Background: an optimization exercise with open tools, aiming at small area, a short achievable clock period and few clock cycles. Do not read the settings as production practice.
Only simulation tests tie the RTL to the original design; equivalence was not proved.
No activity file was given, so power comes from the tool's default toggle rates.

Setup of rev 12:
Design Deco, start of the top module:
module Deco(
             clk_p_i,
             reset_n_i,
             data_i,
             data_o,
             start_i,
             done_o
);
    input           clk_p_i;
    input           reset_n_i;
    input   [20:0]  data_i;
    output  [4:0]   data_o;
    input           start_i;
    output          done_o;
    localparam signed [11:0] NINF = 12'sh800;
    reg  signed [3:0]  vr [0:20];           
    reg  [1:0]         rc;                  
    reg                busy, done;
    reg                d1, d2;              
    reg                p1, p2, p3, p4, p5;  
    reg  [3:0]         iter;
    reg  [4:0]         out_reg;
    reg  [4:0]         h1r;                 
    reg  signed [11:0] EC [0:4];            
    reg  signed [11:0] xFr, xBr;            
    reg  signed [5:0]  AZr, BZr;            
    reg  signed [5:0]  AFr, BFr, ABr, BBr;  
    reg                fst;                 
    reg  signed [11:0] GF0, GF1, GF2, GF3;  
    reg  signed [11:0] al [0:3];            
    reg  signed [11:0] be [0:3];            
    reg  signed [11:0] b3s [0:3];           
    reg  signed [11:0] fs1r [0:7];          
    reg  signed [11:0] mpP, mnP, mpQ, mnQ;  
    reg  signed [11:0] xPr, xQr;            
    reg  signed [3:0]  sPr, sQr;            
    reg                tP2, tP3, tP4, tQ1, tQ0;  
    assign data_o = out_reg;
    assign done_o = done;
    wire signed [3:0] sy0 = vr[0];
    wire signed [3:0] sy1 = d2 ? vr[4] : vr[1];
    wire signed [3:0] sy2 = vr[2];
    wire signed [3:0] sy3 = d2 ? vr[1] : vr[3];
    wire signed [3:0] sy4 = d2 ? vr[3] : vr[4];
    wire signed [3:0] en0 = d2 ? vr[14] : vr[7];
    wire signed [3:0] en1 = d2 ? vr[15] : vr[8];
    wire signed [3:0] en2 = d2 ? vr[16] : vr[9];
    wire signed [3:0] en3 = d2 ? vr[17] : vr[10];
    wire signed [3:0] en4 = d2 ? vr[18] : vr[11];
    function signed [11:0] cN(input signed [11:0] g);
        cN = g[11] ? NINF : {1'b1, g[10:0]};
    endfunction
    wire signed [5:0] A5 = vr[5] + vr[12], B5 = vr[5] - vr[12];
    wire signed [5:0] A6 = vr[6] + vr[13], B6 = vr[6] - vr[13];
    wire signed [6:0] t1_0 = -A6 - A5, t1_1 = B5 - A6, t1_2 = B6 - A5, t1_3 = B6 + B5;
  ...
Size in the first run: roughly 8900 cells after synthesis, about 590 flip-flops, ~64000 um^2 of cells after synthesis.
==> flow/config.mk <==
export PLATFORM = sky130hd
export DESIGN_NAME = Deco
export DESIGN_NICKNAME = Deco
export VERILOG_FILES = /design/flow/design.v
export SDC_FILE = /design/flow/constraint.sdc
export NUM_CORES = 4
export LEC_CHECK = 0
export ABC_AREA = 1
export CAP_MARGIN = 20
export CORE_MARGIN = 2
export CORE_UTILIZATION = 65
export PLACE_DENSITY = 0.75
export SLEW_MARGIN = 20
==> flow/constraint.sdc <==
create_clock -name core_clock -period 44.0 [get_ports {clk_p_i}]
set_input_delay 8.8000 -clock core_clock [delete_from_list [all_inputs] [get_ports {clk_p_i}]]
set_output_delay 8.8000 -clock core_clock [all_outputs]
set_load 0.01 [all_outputs]
standard.sh (not shown) runs the stock make flow with config.mk's settings and CLKGATE_MAP_FILE= SYNTH_SCRIPT=/design/flow/synth_recipe.tcl, a recipe that flattens the netlist after the stock synthesis.
==> flow/flow/run.sh <==
#!/bin/bash
# The standard layout, with faster port buffers: the ports' delays are fixed,
# so their buffers' delay adds straight to the achieved period.
set -euo pipefail
bash standard.sh "BUFFER_PORTS_ARGS=-buffer_cell sky130_fd_sc_hd__buf_2" finish > standard.log 2>&1
Testbench counts of rev 12, summed over its fixed seeds: cycles 11,298.
Input-level comparison between rev 13 and rev 12:
--- a/flow/design.v
+++ b/flow/design.v
@@ -220,17 +220,12 @@
                 3'd3: begin s = n2 ? vr[1] : vr[3]; e = n2 ? vr[17] : vr[10]; end
                 default: begin s = n2 ? vr[3] : vr[4]; e = n2 ? vr[18] : vr[11]; end
             endcase
             ops = {s + e, s - e};
         end
     endfunction
-    wire signed [3:0] nsF = p5 ? vr[2] : p1 ? sy1 : p2 ? sy3 : sy4;
-    wire signed [3:0] neF = p5 ? (d1 ? vr[16] : vr[9]) : p1 ? en1 : p2 ? en3 : en4;
-    wire signed [3:0] nsB = p5 ? (d1 ? vr[3] : vr[4]) : p1 ? sy3 : p2 ? sy2 : sy1;
-    wire signed [3:0] neB = p5 ? (d1 ? vr[18] : vr[11]) : p1 ? en3 : p2 ? en2 : en1;
-    wire signed [5:0] nsF6 = nsF, neF6 = neF, nsB6 = nsB, neB6 = neB;
     wire signed [11:0] opF = fst ? ops(1'b0, 3'd2) : {AFr, BFr};
     wire signed [11:0] opB = fst ? ops(1'b0, 3'd4) : {ABr, BBr};
     wire signed [5:0]  AF = opF[11:6], BF = opF[5:0], AB = opB[11:6], BB = opB[5:0];
     wire signed [11:0] gF0, gF1, gF2, gF3, gB0, gB1, gB2, gB3, gZ0, gZ1, gZ2, gZ3;
     Gamma uGF(AF, BF, xFr, gF0, gF1, gF2, gF3);
     Gamma uGB(AB, BB, xBr, gB0, gB1, gB2, gB3);
@@ -327,14 +322,14 @@
         for (i = 0; i < 5; i = i + 1)
             EC[i] <= busy ? ECn[i] : 12'sd0;
         if (d2 && p2) h1r <= {~EC[0][11], ~EC[3][11], ~EC[2][11], ~EC[4][11], ~EC[1][11]};
         xFr <= !busy ? 12'sd0 : p5 ? ECn[2] : p1 ? ECn[1] : p2 ? EC[3] : EC[4];
         xBr <= !busy ? 12'sd0 : p5 ? ECn[4] : p1 ? ECn[3] : p2 ? EC[2] : EC[1];
         if (p1) begin AZr <= sy0 + en0; BZr <= sy0 - en0; end
-        AFr <= nsF6 + neF6; BFr <= nsF6 - neF6;
-        ABr <= nsB6 + neB6; BBr <= nsB6 - neB6;
+        {AFr, BFr} <= p5 ? ops(d1, 3'd2) : p1 ? ops(d2, 3'd1) : p2 ? ops(d2, 3'd3) : ops(d2, 3'd4);
+        {ABr, BBr} <= p5 ? ops(d1, 3'd4) : p1 ? ops(d2, 3'd3) : p2 ? ops(d2, 3'd2) : ops(d2, 3'd1);
         if (!p2 && !p5) begin
             GF0 <= gF0; GF1 <= gF1; GF2 <= gF2; GF3 <= gF3;
         end
         al[0] <= aN0; al[1] <= aN1; al[2] <= aN2; al[3] <= aN3;
         be[0] <= bN0; be[1] <= bN1; be[2] <= bN2; be[3] <= bN3;
         if (p1) begin
==> comparison <==
Via count of the first global-routing pass: rev 13 > rev 12
Going from rev 12 to rev 13, cell count after placement grew slightly.
| area fraction in compound gates after synthesis | rev 12 vs rev 13 | ≈ equal |
Density: rev 13 denser than rev 12
Rev 13 vs. rev 12: share of the yosys chip area belonging to registers went down by 0.33 points.
The combinational share of power on rev 13 is in line with that on rev 12.
Rev 13 has setup slack after layout above what rev 12 had.
Critical path depth was higher in rev 12 than in rev 13.
The run showing the smaller total via count after detailed routing is rev 12.
Changes observed in rev 13 relative to rev 12: first-pass iteration count of the detailed router went up by 3; flip-flop and latch share of the layout cell area went down by 0.33 points.
Signed area change from the synthesized netlist to the final layout: rev 13 vs rev 12 — no meaningful difference
Testbench counts of rev 13, summed over its fixed seeds: cycles 11,298.

-- separate check: timing with driven ports --
In the flow no input, the clock included, has a driving cell. The finished layouts below were timed again as built, in two steps. Step 1: set_driving_cell puts a clkbuf_16 on clk_p_i and a buf_2 on each other input, an assumption about the parent block. Step 2 adds t to the input delays and takes it off the output delays; t is the mean of the earliest and latest rising clock arrival at the registers after step 1. Input paths then give back, and output paths get back, about the clock's delay inside the block. Three values: ideal ports, drivers, drivers and shift; two values: the first two.
| run | shift t [ns] | slack for setup (ns) | clock arrival spread, ns | worst data-port slew with drivers (ns) |
|---|---|---|---|---|
| rev 12 | 0.762 | 33.514 / 33.514 / 33.514 | 0.036 / 0.035 | 0.05 |
| rev 13 | 0.755 | 33.644 / 33.644 / 33.644 | 0.034 / 0.034 | 0.05 |
After both steps every run listed still meets setup and hold.
